Context: an optimization exercise on an open-source flow, tuned for small area and a short achievable clock period. The choices shown serve that exercise and are no tape-out recipe. RTL that was checked went through simulation tests only; none was proved equivalent to the original. Power is estimated from default activity; no workload was simulated.

## trial 37
==> flow/design.v <==
module adder_nbits (
    input  [15:0] a,
    input  [15:0] b,
    output [15:0] s
);
    wire [15:0] x;
    wire [15:0] g0n, t0n, g1, t1, g2n, t2n, g3, t3, g4n;
    genvar i;
    generate
        for (i = 0; i < 16; i = i + 1) begin : bits
            aj_pg u_pg (.a(a[i]), .b(b[i]), .gn(g0n[i]), .tn(t0n[i]), .x(x[i]));
            if (i >= 1) begin : l1
                aj_oai_gt u (.gh_n(g0n[i]), .th_n(t0n[i]), .gl_n(g0n[i-1]), .tl_n(t0n[i-1]),
                             .g(g1[i]), .t(t1[i]));
            end else begin : l1p
                aj_inv u (.a(g0n[i]), .y(g1[i]));
                assign t1[i] = 1'b0;
            end
            if (i >= 3) begin : l2
                aj_aoi_gt u (.gh(g1[i]), .th(t1[i]), .gl(g1[i-2]), .tl(t1[i-2]),
                             .g_n(g2n[i]), .t_n(t2n[i]));
            end else if (i >= 2) begin : l2g
                aj_aoi_g u (.gh(g1[i]), .th(t1[i]), .gl(g1[i-2]), .g_n(g2n[i]));
                assign t2n[i] = 1'b1;
            end else begin : l2p
                aj_inv u (.a(g1[i]), .y(g2n[i]));
                assign t2n[i] = 1'b1;
            end
            if (i >= 7) begin : l3
                aj_oai_gt u (.gh_n(g2n[i]), .th_n(t2n[i]), .gl_n(g2n[i-4]), .tl_n(t2n[i-4]),
                             .g(g3[i]), .t(t3[i]));
            end else if (i >= 4) begin : l3g
                aj_oai_g u (.gh_n(g2n[i]), .th_n(t2n[i]), .gl_n(g2n[i-4]), .g(g3[i]));
                assign t3[i] = 1'b0;
            end else begin : l3p
                aj_inv u (.a(g2n[i]), .y(g3[i]));
                assign t3[i] = 1'b0;
            end
            if (i >= 8 && i < 15) begin : l4g
                aj_aoi_g u (.gh(g3[i]), .th(t3[i]), .gl(g3[i-8]), .g_n(g4n[i]));
            end else if (i < 8) begin : l4p
                aj_inv u (.a(g3[i]), .y(g4n[i]));
            end else begin : l4x
                assign g4n[i] = 1'b1;
            end
            if (i == 0) begin : s0
                assign s[i] = x[i];
            end else begin : sn
                aj_xnor u (.a(x[i]), .b(g4n[i-1]), .y(s[i]));
            end
        end
    endgenerate
endmodule
module aj_pg (input a, input b, output gn, output tn, output x);
    assign gn = ~(a & b);
    assign tn = ~(a | b);
    assign x  = a ^ b;
endmodule
module aj_oai_gt (input gh_n, input th_n, input gl_n, input tl_n, output g, output t);
    assign g = ~(gh_n & (th_n | gl_n));
    assign t = ~(th_n | tl_n);
endmodule
module aj_oai_g (input gh_n, input th_n, input gl_n, output g);
    assign g = ~(gh_n & (th_n | gl_n));
endmodule
module aj_aoi_gt (input gh, input th, input gl, input tl, output g_n, output t_n);
    assign g_n = ~(gh | (th & gl));
    assign t_n = ~(th & tl);
endmodule
module aj_aoi_g (input gh, input th, input gl, output g_n);
    assign g_n = ~(gh | (th & gl));
endmodule
module aj_inv (input a, output y);
    assign y = ~a;
endmodule
module aj_xnor (input a, input b, output y);
    assign y = ~(a ^ b);
endmodule
module aj_ao4 (
    input  [3:0] s,
    input  [3:0] d,
    output       y
);
    assign y = |(s & d);
endmodule
module aj_ao16 (
    input  [15:0] s,
    input  [15:0] d,
    output        y
);
    assign y = |(s & d);
endmodule
module add_jump_cpu (
    input               clk,
    input               rst,
    input        [15:0] value,
    input        [1:0]  dest,
    input        [1:0]  src,
    input               add,
    input               jump,
    input               prog,
    input               advance,
    output   [3:0]  pc,
    output   [15:0] o_b,
    output   [15:0] o_r0,
    output   [15:0] o_r1,
    output   [15:0] o_r2,
    output   [15:0] o_r3,
    output   [31:0] w2_dbg,
    output          asm_store_clk_dbg
);
    reg  [3:0]  pc_r;
    reg  [15:0] r0, r1, r2, r3;
    reg  [20:0] mem [0:15];
    reg  [20:0] ir;
    wire        store = prog & (add | jump);
    wire [20:0] asm_inst = {jump, src, dest, value};
    assign w2_dbg = {5'b0, {3{jump}}, 2'b0, src, 2'b0, dest, value};
    assign asm_store_clk_dbg = store;
    wire [20:0] cur = prog ? asm_inst : ir;
    wire        c_jump = cur[20];
    wire [1:0]  c_rd   = cur[17:16];
    wire [15:0] c_imm  = cur[15:0];
    wire [1:0] c_rs = prog ? src : ir[19:18];
    wire [3:0] rsel = {c_rs == 2'd3, c_rs == 2'd2, c_rs == 2'd1, c_rs == 2'd0};
    wire [15:0] b;
    genvar j;
    generate
        for (j = 0; j < 16; j = j + 1) begin : rd_b
            aj_ao4 u (.s(rsel), .d({r3[j], r2[j], r1[j], r0[j]}), .y(b[j]));
        end
    endgenerate
    wire [15:0] result;
    adder_nbits u_add (
        .a (b),
        .b (c_imm & {16{~c_jump}}),
        .s (result)
    );
    wire [15:0] wdata = result & {16{~rst}};
    wire [3:0]  r_en  = {4{rst}} |
                        ({4{advance}} & {c_rd == 2'd3, c_rd == 2'd2, c_rd == 2'd1, c_rd == 2'd0});
    always @(posedge clk) begin
        if (r_en[0]) r0 <= wdata;
        if (r_en[1]) r1 <= wdata;
        if (r_en[2]) r2 <= wdata;
        if (r_en[3]) r3 <= wdata;
    end
    wire [3:0] pc_next = rst     ? 4'h0 :
                         advance ? (c_jump ? c_imm[3:0] : pc_r + 4'h1) :
                                   pc_r;
    always @(posedge clk)
        pc_r <= pc_next;
    wire [15:0] oh_pc  = 16'h1 << pc_r;
    wire [15:0] oh_pc1 = {oh_pc[14:0], oh_pc[15]};
    wire [15:0] oh_jmp = 16'h1 << c_imm[3:0];
    wire [15:0] oh_next = rst     ? 16'h1 :
                          advance ? (c_jump ? oh_jmp : oh_pc1) :
                                    oh_pc;
    genvar w;
    generate
        for (w = 0; w < 16; w = w + 1) begin : word
            always @(posedge clk)
                if (store && oh_pc[w])
                    mem[w] <= asm_inst;
        end
    endgenerate
    wire        hit = store && (pc_next == pc_r);
    wire [20:0] mem_next;
    genvar k;
    generate
        for (k = 0; k < 21; k = k + 1) begin : rd_ir
            aj_ao16 u (.s(oh_next),
                       .d({mem[15][k], mem[14][k], mem[13][k], mem[12][k],
                           mem[11][k], mem[10][k], mem[9][k],  mem[8][k],
                           mem[7][k],  mem[6][k],  mem[5][k],  mem[4][k],
                           mem[3][k],  mem[2][k],  mem[1][k],  mem[0][k]}),
                       .y(mem_next[k]));
        end
    endgenerate
    always @(posedge clk)
        ir <= hit ? asm_inst : mem_next;
    assign pc   = pc_r;
    assign o_b  = b;
    assign o_r0 = r0;
    assign o_r1 = r1;
    assign o_r2 = r2;
    assign o_r3 = r3;
endmodule
clock: 5.5 ns
lec_check: 0
cap_margin: 20
core_margin: 2
core_utilization: 60
setup_slack_margin: 2.3
slew_margin: 20
synth_hierarchical: 1
standard.sh (not shown) runs the stock make flow with config.mk's settings and CLKGATE_MAP_FILE= SYNTH_SCRIPT=/design/flow/synth_recipe.tcl, a recipe that flattens the netlist after the stock synthesis.
==> flow/flow/run.sh <==
#!/bin/bash
# Standard ORFS layout with three changes: ports are buffered with a plain
# buf_2 instead of the delay cell buffer_ports picks; adders are left as plain
# gates for ABC (no half/full adder cell extraction), so ABC can build a fast
# carry tree; and the clock tree uses clkbuf_8 leaves over larger clusters,
# without dummy loads.
set -euo pipefail
bash standard.sh finish \
    "BUFFER_PORTS_ARGS=-buffer_cell sky130_fd_sc_hd__buf_2" \
    ADDER_MAP_FILE= \
    "CTS_ARGS=-sink_clustering_enable -repair_clock_nets -dont_use_dummy_load -buf_list sky130_fd_sc_hd__clkbuf_8 -sink_clustering_size 16 -sink_clustering_max_diameter 60" \
    > standard_flow.log 2>&1
Here is what was changed in the inputs of build 34 compared with trial 37.
--- a/flow/design.v
+++ b/flow/design.v
@@ -134,18 +134,21 @@
     adder_nbits u_add (
         .a (b),
         .b (c_imm & {16{~c_jump}}),
         .s (result)
     );
-    wire [15:0] wdata = result & {16{~rst}};
-    wire [3:0]  r_en  = {4{rst}} |
-                        ({4{advance}} & {c_rd == 2'd3, c_rd == 2'd2, c_rd == 2'd1, c_rd == 2'd0});
     always @(posedge clk) begin
-        if (r_en[0]) r0 <= wdata;
-        if (r_en[1]) r1 <= wdata;
-        if (r_en[2]) r2 <= wdata;
-        if (r_en[3]) r3 <= wdata;
+        if (rst) begin
+            r0 <= 16'h0; r1 <= 16'h0; r2 <= 16'h0; r3 <= 16'h0;
+        end else if (advance) begin
+            case (c_rd)
+                2'd0: r0 <= result;
+                2'd1: r1 <= result;
+                2'd2: r2 <= result;
+                default: r3 <= result;
+            endcase
+        end
     end
     wire [3:0] pc_next = rst     ? 4'h0 :
                          advance ? (c_jump ? c_imm[3:0] : pc_r + 4'h1) :
                                    pc_r;
     always @(posedge clk)
--- outcome ---
Sequential fraction of total cell area was higher in trial 37 than in build 34. Changes observed in build 34 relative to trial 37: count of clock buffers in the final design now sits at about the same level, non-clock buffer count moved down, cell count +4.9%. No stage failed in build 34, and the final checks on the layout all came back clean. Area after synthesis (build 34 over trial 37): increase, 1.5%. Maximum frequency for build 34: about 3% up relative to trial 37. The fraction of the core area covered by cells at the end of the flow of trial 37 and that of build 34 are within noise of each other. Build 34 against trial 37: multi-input combinational cell count saw an increase; worst hold slack -43 ps; core region area now sits higher.
Function not checked in trial 37: the RTL went through the layout flow alone.

========
== before ==
Another version of the RTL of add_jump_cpu (not shown whole).
Size: roughly 18000 um^2 of cells after synthesis.
==> module aj_ob5, before the edit <==
module aj_ob5 (
    input  [3:0] s,
    input  [3:0] d,
    input        np,
    input        bi,
    output       y
);
    wire x0, x1, nb;
    aj_and2   u_nb (.a(np), .b(bi), .y(nb));
    aj_aoi22  u_x0 (.a0(s[0]), .b0(d[0]), .a1(s[1]), .b1(d[1]), .y(x0));
    aj_aoi221 u_x1 (.a0(s[2]), .b0(d[2]), .a1(s[3]), .b1(d[3]), .c(nb), .y(x1));
    aj_nand2  u_y  (.a(x0), .b(x1), .y(y));
endmodule
==> module aj_srcdec, before the edit <==
module aj_srcdec (
    input        prog,
    input  [1:0] src,
    output [3:0] s,
    output       np
);
    assign s  = {4{prog}} & {src == 2'd3, src == 2'd2, src == 2'd1, src == 2'd0};
    assign np = ~prog;
endmodule
==> module add_jump_cpu, before the edit <==
module add_jump_cpu (
    input               clk,
    input               rst,
    input        [15:0] value,
    input        [1:0]  dest,
    input        [1:0]  src,
    input               add,
    input               jump,
    input               prog,
    input               advance,
    output   [3:0]  pc,
    output   [15:0] o_b,
    output   [15:0] o_r0,
    output   [15:0] o_r1,
    output   [15:0] o_r2,
    output   [15:0] o_r3,
    output   [31:0] w2_dbg,
    output          asm_store_clk_dbg
);
    reg  [3:0]  pc_r;
    reg  [15:0] r0, r1, r2, r3;
    reg  [20:0] mem [0:15];
    reg  [20:0] ir;
    wire        store = prog & (add | jump);
    wire [20:0] asm_inst = {jump, src, dest, value};
    assign w2_dbg = {5'b0, {3{jump}}, 2'b0, src, 2'b0, dest, value};
    assign asm_store_clk_dbg = store;
    wire [20:0] cur = prog ? asm_inst : ir;
    wire        c_jump = cur[20];
    wire [1:0]  c_rd   = cur[17:16];
    wire [15:0] c_imm  = cur[15:0];
    wire [3:0]  irsel = {ir[19:18] == 2'd3, ir[19:18] == 2'd2,
                         ir[19:18] == 2'd1, ir[19:18] == 2'd0};
    wire [15:0] b_ir;
    wire [15:0] b;
    wire [3:0]  ssel_lo, ssel_hi;
    wire        np_lo, np_hi;
    aj_srcdec u_sdec_lo (.prog(prog), .src(src), .s(ssel_lo), .np(np_lo));
    aj_srcdec u_sdec_hi (.prog(prog), .src(src), .s(ssel_hi), .np(np_hi));
    genvar j;
    generate
        for (j = 0; j < 16; j = j + 1) begin : rd_b
            aj_ao4 u_ir (.s(irsel), .d({r3[j], r2[j], r1[j], r0[j]}), .y(b_ir[j]));
            aj_ob5 u_b  (.s(j < 8 ? ssel_lo : ssel_hi), .d({r3[j], r2[j], r1[j], r0[j]}),
                         .np(j < 8 ? np_lo : np_hi), .bi(b_ir[j]), .y(b[j]));
        end
    endgenerate
    wire [15:0] result;
    adder_nbits u_add (
        .a (b),
        .b (c_imm & {16{~c_jump}}),
        .s (result)
    );
    always @(posedge clk) begin
        if (rst) begin
            r0 <= 16'h0; r1 <= 16'h0; r2 <= 16'h0; r3 <= 16'h0;
        end else if (advance) begin
            case (c_rd)
                2'd0: r0 <= result;
                2'd1: r1 <= result;
                2'd2: r2 <= result;
                default: r3 <= result;
            endcase
        end
    end
    wire [3:0] pc_next = rst     ? 4'h0 :
                         advance ? (c_jump ? c_imm[3:0] : pc_r + 4'h1) :
                                   pc_r;
    always @(posedge clk)
        pc_r <= pc_next;
    wire [15:0] oh_pc  = 16'h1 << pc_r;
    wire [15:0] oh_pc1 = {oh_pc[14:0], oh_pc[15]};
    wire [15:0] oh_jmp = 16'h1 << c_imm[3:0];
    wire        nx_j, nx_q, nx_h;
    wire [15:0] oh_next;
    aj_pcctl u_pcctl (.rst(rst), .advance(advance), .prog(prog), .jump(jump),
                      .ir_jump(ir[20]), .j(nx_j), .q(nx_q), .h(nx_h));
    aj_ohn0 u_nxt0 (.j(nx_j), .a(oh_jmp[0]), .q(nx_q), .b(oh_pc1[0]),
                    .h(nx_h), .c(oh_pc[0]), .z(rst), .y(oh_next[0]));
    genvar n;
    generate
        for (n = 1; n < 16; n = n + 1) begin : nxt
            aj_ohn u (.j(nx_j), .a(oh_jmp[n]), .q(nx_q), .b(oh_pc1[n]),
                      .h(nx_h), .c(oh_pc[n]), .y(oh_next[n]));
        end
    endgenerate
    genvar w;
    generate
        for (w = 0; w < 16; w = w + 1) begin : word
            always @(posedge clk)
                if (store && oh_pc[w])
                    mem[w] <= asm_inst;
        end
    endgenerate
    wire        hit = store && (pc_next == pc_r);
    wire [20:0] mem_next;
    genvar k;
    generate
        for (k = 0; k < 21; k = k + 1) begin : rd_ir
            aj_ao16 u (.s(oh_next),
                       .d({mem[15][k], mem[14][k], mem[13][k], mem[12][k],
                           mem[11][k], mem[10][k], mem[9][k],  mem[8][k],
                           mem[7][k],  mem[6][k],  mem[5][k],  mem[4][k],
                           mem[3][k],  mem[2][k],  mem[1][k],  mem[0][k]}),
                       .y(mem_next[k]));
        end
    endgenerate
    always @(posedge clk)
        ir <= hit ? asm_inst : mem_next;
    assign pc   = pc_r;
    assign o_b  = b;
    assign o_r0 = r0;
    assign o_r1 = r1;
    assign o_r2 = r2;
    assign o_r3 = r3;
endmodule
Settings: LEC_CHECK=0, CAP_MARGIN=20, CORE_MARGIN=2, CORE_UTILIZATION=60, SETUP_SLACK_MARGIN=2.3, SLEW_MARGIN=20, SYNTH_HIERARCHICAL=1; clock period 5.5 ns.
Scripts as last shown in full above: flow/flow/run.sh
before ran to completion and came out clean on the timing, DRC and antenna checks.
### before -> after
--- a/flow/design.v
+++ b/flow/design.v
@@ -112,33 +112,37 @@
 module aj_nand2 (input a, input b, output y);
     assign y = ~(a & b);
 endmodule
 module aj_and2 (input a, input b, output y);
     assign y = a & b;
 endmodule
+module aj_nor2 (input a, input b, output y);
+    assign y = ~(a | b);
+endmodule
+module aj_inv1 (input a, output y);
+    assign y = ~a;
+endmodule
 module aj_ob5 (
     input  [3:0] s,
     input  [3:0] d,
-    input        np,
-    input        bi,
+    input        p,
+    input        bin,
     output       y
 );
     wire x0, x1, nb;
-    aj_and2   u_nb (.a(np), .b(bi), .y(nb));
+    aj_nor2   u_nb (.a(p), .b(bin), .y(nb));
     aj_aoi22  u_x0 (.a0(s[0]), .b0(d[0]), .a1(s[1]), .b1(d[1]), .y(x0));
     aj_aoi221 u_x1 (.a0(s[2]), .b0(d[2]), .a1(s[3]), .b1(d[3]), .c(nb), .y(x1));
     aj_nand2  u_y  (.a(x0), .b(x1), .y(y));
 endmodule
 module aj_srcdec (
     input        prog,
     input  [1:0] src,
-    output [3:0] s,
-    output       np
+    output [3:0] s
 );
-    assign s  = {4{prog}} & {src == 2'd3, src == 2'd2, src == 2'd1, src == 2'd0};
-    assign np = ~prog;
+    assign s = {4{prog}} & {src == 2'd3, src == 2'd2, src == 2'd1, src == 2'd0};
 endmodule
 module aj_pcctl (
     input  rst,
     input  advance,
     input  prog,
     input  jump,
@@ -217,21 +221,22 @@
     wire [15:0] c_imm  = cur[15:0];
     wire [3:0]  irsel = {ir[19:18] == 2'd3, ir[19:18] == 2'd2,
                          ir[19:18] == 2'd1, ir[19:18] == 2'd0};
     wire [15:0] b_ir;
     wire [15:0] b;
     wire [3:0]  ssel_lo, ssel_hi;
-    wire        np_lo, np_hi;
-    aj_srcdec u_sdec_lo (.prog(prog), .src(src), .s(ssel_lo), .np(np_lo));
-    aj_srcdec u_sdec_hi (.prog(prog), .src(src), .s(ssel_hi), .np(np_hi));
+    wire [15:0] b_irn;
+    aj_srcdec u_sdec_lo (.prog(prog), .src(src), .s(ssel_lo));
+    aj_srcdec u_sdec_hi (.prog(prog), .src(src), .s(ssel_hi));
     genvar j;
     generate
         for (j = 0; j < 16; j = j + 1) begin : rd_b
             aj_ao4 u_ir (.s(irsel), .d({r3[j], r2[j], r1[j], r0[j]}), .y(b_ir[j]));
+            aj_inv1 u_irn (.a(b_ir[j]), .y(b_irn[j]));
             aj_ob5 u_b  (.s(j < 8 ? ssel_lo : ssel_hi), .d({r3[j], r2[j], r1[j], r0[j]}),
-                         .np(j < 8 ? np_lo : np_hi), .bi(b_ir[j]), .y(b[j]));
+                         .p(prog), .bin(b_irn[j]), .y(b[j]));
         end
     endgenerate
     wire [15:0] result;
     adder_nbits u_add (
         .a (b),
         .b (c_imm & {16{~c_jump}}),
@@ -254,23 +259,28 @@
                                    pc_r;
     always @(posedge clk)
         pc_r <= pc_next;
     wire [15:0] oh_pc  = 16'h1 << pc_r;
     wire [15:0] oh_pc1 = {oh_pc[14:0], oh_pc[15]};
     wire [15:0] oh_jmp = 16'h1 << c_imm[3:0];
-    wire        nx_j, nx_q, nx_h;
+    wire [3:0]  nx_j, nx_q, nx_h;
     wire [15:0] oh_next;
-    aj_pcctl u_pcctl (.rst(rst), .advance(advance), .prog(prog), .jump(jump),
-                      .ir_jump(ir[20]), .j(nx_j), .q(nx_q), .h(nx_h));
-    aj_ohn0 u_nxt0 (.j(nx_j), .a(oh_jmp[0]), .q(nx_q), .b(oh_pc1[0]),
-                    .h(nx_h), .c(oh_pc[0]), .z(rst), .y(oh_next[0]));
+    genvar c;
+    generate
+        for (c = 0; c < 4; c = c + 1) begin : nctl
+            aj_pcctl u (.rst(rst), .advance(advance), .prog(prog), .jump(jump),
+                        .ir_jump(ir[20]), .j(nx_j[c]), .q(nx_q[c]), .h(nx_h[c]));
+        end
+    endgenerate
+    aj_ohn0 u_nxt0 (.j(nx_j[0]), .a(oh_jmp[0]), .q(nx_q[0]), .b(oh_pc1[0]),
+                    .h(nx_h[0]), .c(oh_pc[0]), .z(rst), .y(oh_next[0]));
     genvar n;
     generate
         for (n = 1; n < 16; n = n + 1) begin : nxt
-            aj_ohn u (.j(nx_j), .a(oh_jmp[n]), .q(nx_q), .b(oh_pc1[n]),
-                      .h(nx_h), .c(oh_pc[n]), .y(oh_next[n]));
+            aj_ohn u (.j(nx_j[n/4]), .a(oh_jmp[n]), .q(nx_q[n/4]), .b(oh_pc1[n]),
+                      .h(nx_h[n/4]), .c(oh_pc[n]), .y(oh_next[n]));
         end
     endgenerate
     genvar w;
     generate
         for (w = 0; w < 16; w = w + 1) begin : word
             always @(posedge clk)
There was hardly any difference in flip-flop and latch count between before and after. Comparing overall die area for after and before, the smaller number came from before. Run comparison: before cell type of the slowest stage on the worst timing path and3b_1; after cell type of the slowest stage on the worst timing path a221oi_2. Vertical die dimension essentially unchanged between after and before. Looking only at overall routing resource usage, and setting everything else aside, the lower value of after and before goes to before. Delta (after minus before): design area increased by 1.2% relative to the old numbers, via count increased by 392 relative to the old numbers. When after is set beside before, its maximum fanout along the worst path turns out to be 13 smaller. The lower proportion of power drawn by combinational gates came out of before. Power: after and before compared, lower one is before. Re count of final max-slew check failures: no difference whatsoever between before and after. When after is measured against before, its average detailed-routed wire length per instance turns out about 4.4% higher. The worst-skew pair later-pin latency was comparable across after and before.
No run of this note included a check of the RTL's function; only the layout flow was run.

==> what the ideal ports hide <==
How much do the figures lean on ideal ports? The routed layouts below were timed once more, with nothing changed but the port constraints. Step 1, drivers: a clkbuf_16 drives clk and a buf_2 each remaining input, both assumed. Step 2 also shifts input and output timing later by t, the mid clock arrival at the registers, as if the neighbouring blocks saw the same clock. Slacks: ideal ports / drivers / drivers and shift; pairs: ideal ports / drivers.
run	t (ns)	setup slack, ns	hold WS [ns]	worst register clock-pin slew, ns	worst data-port slew with drivers (ns)
trial 37	0.573	2.162 / 2.052 / 1.565	0.580 / 0.580 / 0.580	0.10 / 0.10	0.17
build 34	0.593	2.257 / 2.140 / 1.663	0.537 / 0.537 / 0.537	0.10 / 0.10	0.16
before	0.585	2.190 / 2.113 / 1.564	0.568 / 0.568 / 0.568	0.10 / 0.10	0.10
after	0.588	2.130 / 2.082 / 1.764	0.565 / 0.565 / 0.565	0.11 / 0.11	0.11
After both steps setup and hold are still met in every run listed. For before, which loses most, drivers alone change the setup slack by -0.077 ns; drivers and shift together by -0.626 ns.
